Source: an optimization exercise on an open RTL-to-GDS flow (aim: small area, a short achievable clock period and few clock cycles). Production flows keep margins and buffers that such runs may drop.
In this exercise RTL edits were held to simulation tests only and were not proved equivalent to the original.

## rs_decoder
module rs_decoder(
      input clk,
      input rst_n,
      input din_val,
      input din_sop,
      input din_eop,
      input [7:0] din,
      output [7:0] el1,
      output [7:0] el2,
      output [7:0] el3,
      output [7:0] el4,
      output [7:0] ev1,
      output [7:0] ev2,
      output [7:0] ev3,
      output [7:0] ev4,
      output [2:0] error_num,
      output dec_done,
      output dec_fail,
      output busy
      );
localparam P = 4;                
function [7:0] gmul(input [7:0] a, input [7:0] b);
  reg [14:0] c;
  integer i, j;
  begin
    c = 15'd0;
    for (i = 0; i < 8; i = i + 1)
      for (j = 0; j < 8; j = j + 1)
        c[i+j] = c[i+j] ^ (a[i] & b[j]);
    for (i = 14; i >= 8; i = i - 1)
      c = c ^ ({15{c[i]}} & (15'h11d << (i - 8)));
    gmul = c[7:0];
  end
endfunction
function [7:0] apow(input integer e);
  integer i;
  reg [7:0] v;
  begin
    v = 8'h01;
    for (i = 0; i < e; i = i + 1)
      v = {v[6:0], 1'b0} ^ (v[7] ? 8'h1d : 8'h00);
    apow = v;
  end
endfunction
reg st_bd, st_bu, st_bw, st_bs, st_om, st_sc, st_rc, st_fn;
reg [5:0] fs;          
reg [3:0] r;           
reg [3:0] mk;          
reg [3:0] L;           
reg [2:0] cnt;         
reg [7:0] base;        
reg [P:1] rootr;       
reg [P:1] mask;        
reg done_r, fail_r;
reg [7:0] s [0:7];     
reg [7:0] lam [1:4];   
reg [7:0] q [1:4];     
reg [7:0] d;           
reg [7:0] evr [0:3];   
reg [7:0] xb;          
assign el1 = s[0]; assign el2 = s[1]; assign el3 = s[2]; assign el4 = s[3];
assign ev1 = evr[0]; assign ev2 = evr[1]; assign ev3 = evr[2]; assign ev4 = evr[3];
assign error_num = L[2:0];
assign dec_done = done_r;
assign dec_fail = fail_r;
assign busy = 1'b0;
wire use_d = st_bu | st_bs | fs[0];
  ...
clock: 11.0 ns
lec_check: 0
abc_area: 1
cap_margin: 20
core_margin: 2
core_utilization: 40
place_density: 0.6
slew_margin: 20
tns_end_percent: 20
standard.sh (not shown) runs the stock make flow with config.mk's settings and CLKGATE_MAP_FILE= SYNTH_SCRIPT=/design/flow/synth_recipe.tcl, a recipe that flattens the netlist after the stock synthesis.
==> flow/flow/run.sh <==
#!/bin/bash
set -euo pipefail
extra=""
while IFS= read -r line; do
  [[ -z "$line" ]] && continue
  extra+="$(printf '%q' "$line") "
done < flow/knobs.txt
awk -v extra="$extra" '{ i = index($0, "\"${@:-finish}\""); if (i > 0) $0 = substr($0, 1, i - 1) extra substr($0, i); print }' standard.sh > standard_knobs.sh
grep -q "SETUP_SLACK_MARGIN" standard_knobs.sh
bash standard_knobs.sh > flow_make.log 2>&1
==> flow/flow/knobs.txt <==
SETUP_SLACK_MARGIN=7.1
BUFFER_PORTS_ARGS=-buffer_cell sky130_fd_sc_hd__buf_4
The first run produced a clean layout.
Testbench counts at the start, summed over its fixed seeds: cycles 126,409.
Then changed:
==> flow/flow/knobs.txt (replaced) <==
SETUP_SLACK_MARGIN=7
BUFFER_PORTS_ARGS=-buffer_cell sky130_fd_sc_hd__buf_4
- ABC_AREA: 1 -> not set
- TNS_END_PERCENT: 20 -> not set
After rerunning:
- cell area stays flat
- core utilization grows by 2.9 points
- via count shrinks by 15%
- global-route usage drops by 1.3 points
- worst setup slack loses 210 ps
Then changed:
==> flow/flow/knobs.txt (replaced) <==
SETUP_SLACK_MARGIN=6.75
BUFFER_PORTS_ARGS=-buffer_cell sky130_fd_sc_hd__buf_4
- ABC_AREA: not set -> 1
What happened: Maximum frequency is about the same. Setup slack degrades by 4.6 ps. Wire length rises by 8.7%. Worst hold slack degrades by 4.4 ps. First-iteration DRC count grows by 28%. Area after synthesis grows by 5.6%. Core utilization is lower by 4.0 points. Clock skew goes down by 16 ps.
Then changed:
==> flow/flow/knobs.txt (replaced) <==
SETUP_SLACK_MARGIN=7
BUFFER_PORTS_ARGS=-buffer_cell sky130_fd_sc_hd__buf_4
- CORE_UTILIZATION: 40 -> 35
- PLACE_DENSITY: 0.6 -> 0.5
Outcome: Die area went up by 14%; final cell count went up by 2.9%; setup slack improved by 280 ps; wire length is higher by 5.8%; area after synthesis stays the same; sequential share of layout area came out lower by 0.71 points; global-route usage shrinks by 2.2 points; design area goes up by 3.2%.


## build 2
Starting RTL as in the previous note.
clock: 11.0 ns
lec_check: 0
abc_area: 1
cap_margin: 20
core_margin: 2
core_utilization: 40
place_density: 0.6
slew_margin: 20
==> flow/flow/knobs.txt <==
SETUP_SLACK_MARGIN=7.25
BUFFER_PORTS_ARGS=-buffer_cell sky130_fd_sc_hd__buf_4
Scripts as last shown in full above: flow/flow/run.sh
Testbench counts of build 2, summed over its fixed seeds: cycles 126,409.
Inputs modified between build 2 and build 71:
- setting TNS_END_PERCENT to 20 for the first time
==> flow/flow/knobs.txt <==
SETUP_SLACK_MARGIN=7
BUFFER_PORTS_ARGS=-buffer_cell sky130_fd_sc_hd__buf_4
--- outcome ---
The higher area added between synthesis and finish of build 71 and build 2 is in build 2. Net count of the finished layout shrinks by a few percent when moving from build 2 to build 71. Of build 71 and build 2, build 71 shows the lower post-route core utilization, with build 2 above it. Initial antenna violation count: build 71 vs build 2 up 1. Of build 71 and build 2, it is build 71 that has the higher first-iteration DRC count. Build 71 vs. build 2: sequential share of layout area grew by 1.3 points, total number of multi-input combinational cells has remained practically unchanged.
Input changes introduced in build 35 (baseline for comparison: build 71):
- PLACE_DENSITY changed from 0.6 to 0.5
- CORE_UTILIZATION changed from 40 to 35
[summary]
Build 71 has a lower per-cell routed wire length than build 35.
The final routed wirelength across all metal layers in build 35 sits about 5% above the value recorded for build 71.
Looking at start point of the critical path, the st_bs$_DFF_PN0_ result is from build 71; the r[2]$_DFF_PN0_ one comes from build 35.
Build 35 vs. build 71: highest clock rate lower, fraction of area in multi-input gates fell 0.81 points, die area went up.
Setup slack in build 35 is smaller than in build 71.
Final design area excluding fillers went up slightly going from build 71 to build 35.
For the utilization, build 35 came in 5.3 points lower than build 71 did.
From build 71 to build 35 the numbers moved as follows: height of the die up 6.8%, total of clock buffers placed in the layout down 2, sequential share of layout area flat.
#### Input delta (build 68 over build 35)
- PLACE_DENSITY: 0.5 -> 0.7
- CORE_UTILIZATION: 35 -> 55
- TNS_END_PERCENT: 20 -> unset
## What came out
Build 68 has completed all stages; timing, DRC and antenna checks passed. In the tables for build 68 and build 35, deepest level of the CTS H-tree reads lower with build 68. Build 68 against build 35: combined flip-flop and latch cell area was more or less identical. Build 68 vs. build 35: post-route minimum period went down by 0.053 ns. Build 68 vs build 35: net count of the finished layout up in build 68. Of the two values seen for worst setup path endpoint, q[3][6]$_DFFE_PP_ was produced by build 35 and evr[0][3]$_DFFE_PP_ by build 68. Between build 35 and build 68, the flow reports fmax increasing slightly.
Input changes introduced in build 73 (baseline for comparison: build 68):
- swapping 55 for 40 in CORE_UTILIZATION
- swapping 0.7 for 0.6 in PLACE_DENSITY
### Flow results
Build 73 vs build 68, pin count of the biggest net entering global routing went down by 2. Setup slack in build 73 is larger than in build 68. Going from build 68 to build 73, final cell count grew by a few percent. Higher routed wire length was reported by build 68, not build 73. Comparing build 73 and build 68, the higher clock-buffer cell count is on build 73. Count of vias placed by the detailed router for build 73: about 3.6% down relative to build 68. Build 73 against build 68; achievable frequency is up slightly. Build 73 -> build 68: global-route wire length before repair flat.

-- port drivers added, routing unchanged --
No port has a modelled driver above. Below, the same layouts with a new extraction and two added sets of constraints. Step 1 (the two cells are an assumption about what drives the block):
set clk [get_ports {clk}]
set_driving_cell -lib_cell sky130_fd_sc_hd__clkbuf_16 $clk
set_driving_cell -lib_cell sky130_fd_sc_hd__buf_2 [delete_from_list [all_inputs] $clk]
Step 2, shift: input delay + t, output delay - t, t = (earliest + latest rising clock arrival at the registers) / 2. This alone moves slack from input paths to output paths. Slacks: no drivers / after step 1 / after step 2; pairs: no drivers / after step 1.
run | t, ns | setup slack, ns | hold WS [ns] | clock arrival spread, ns | worst slew at a driven data input, ns
the first run of note 1 | 0.670 | 6.995 / 6.995 / 6.910 | 0.466 / 0.466 / 0.466 | 0.048 / 0.048 | 0.04
the second run of note 1 | 0.665 | 6.786 / 6.786 / 6.786 | 0.479 / 0.479 / 0.479 | 0.067 / 0.067 | 0.05
the third run of note 1 | 0.669 | 6.782 / 6.782 / 6.782 | 0.474 / 0.474 / 0.474 | 0.051 / 0.051 | 0.04
the fourth run of note 1 | 0.621 | 7.061 / 7.061 / 6.783 | 0.448 / 0.448 / 0.448 | 0.038 / 0.037 | 0.04
build 2 | 0.666 | 7.215 / 7.215 / 6.946 | 0.465 / 0.465 / 0.465 | 0.051 / 0.051 | 0.04
build 71 | 0.674 | 7.053 / 7.024 / 6.917 | 0.466 / 0.466 / 0.466 | 0.057 / 0.057 | 0.04
build 35 | 0.623 | 6.922 / 6.922 / 6.785 | 0.448 / 0.448 / 0.448 | 0.043 / 0.042 | 0.04
build 68 | 0.666 | 6.975 / 6.975 / 6.671 | 0.450 / 0.450 / 0.450 | 0.022 / 0.022 | 0.03
build 73 | 0.675 | 7.046 / 7.019 / 6.909 | 0.469 / 0.469 / 0.469 | 0.065 / 0.065 | 0.04
After both steps setup and hold are still met in every run listed. The setup slack of build 68, which loses most, moves by 0.000 ns with the drivers and by -0.304 ns with both steps.
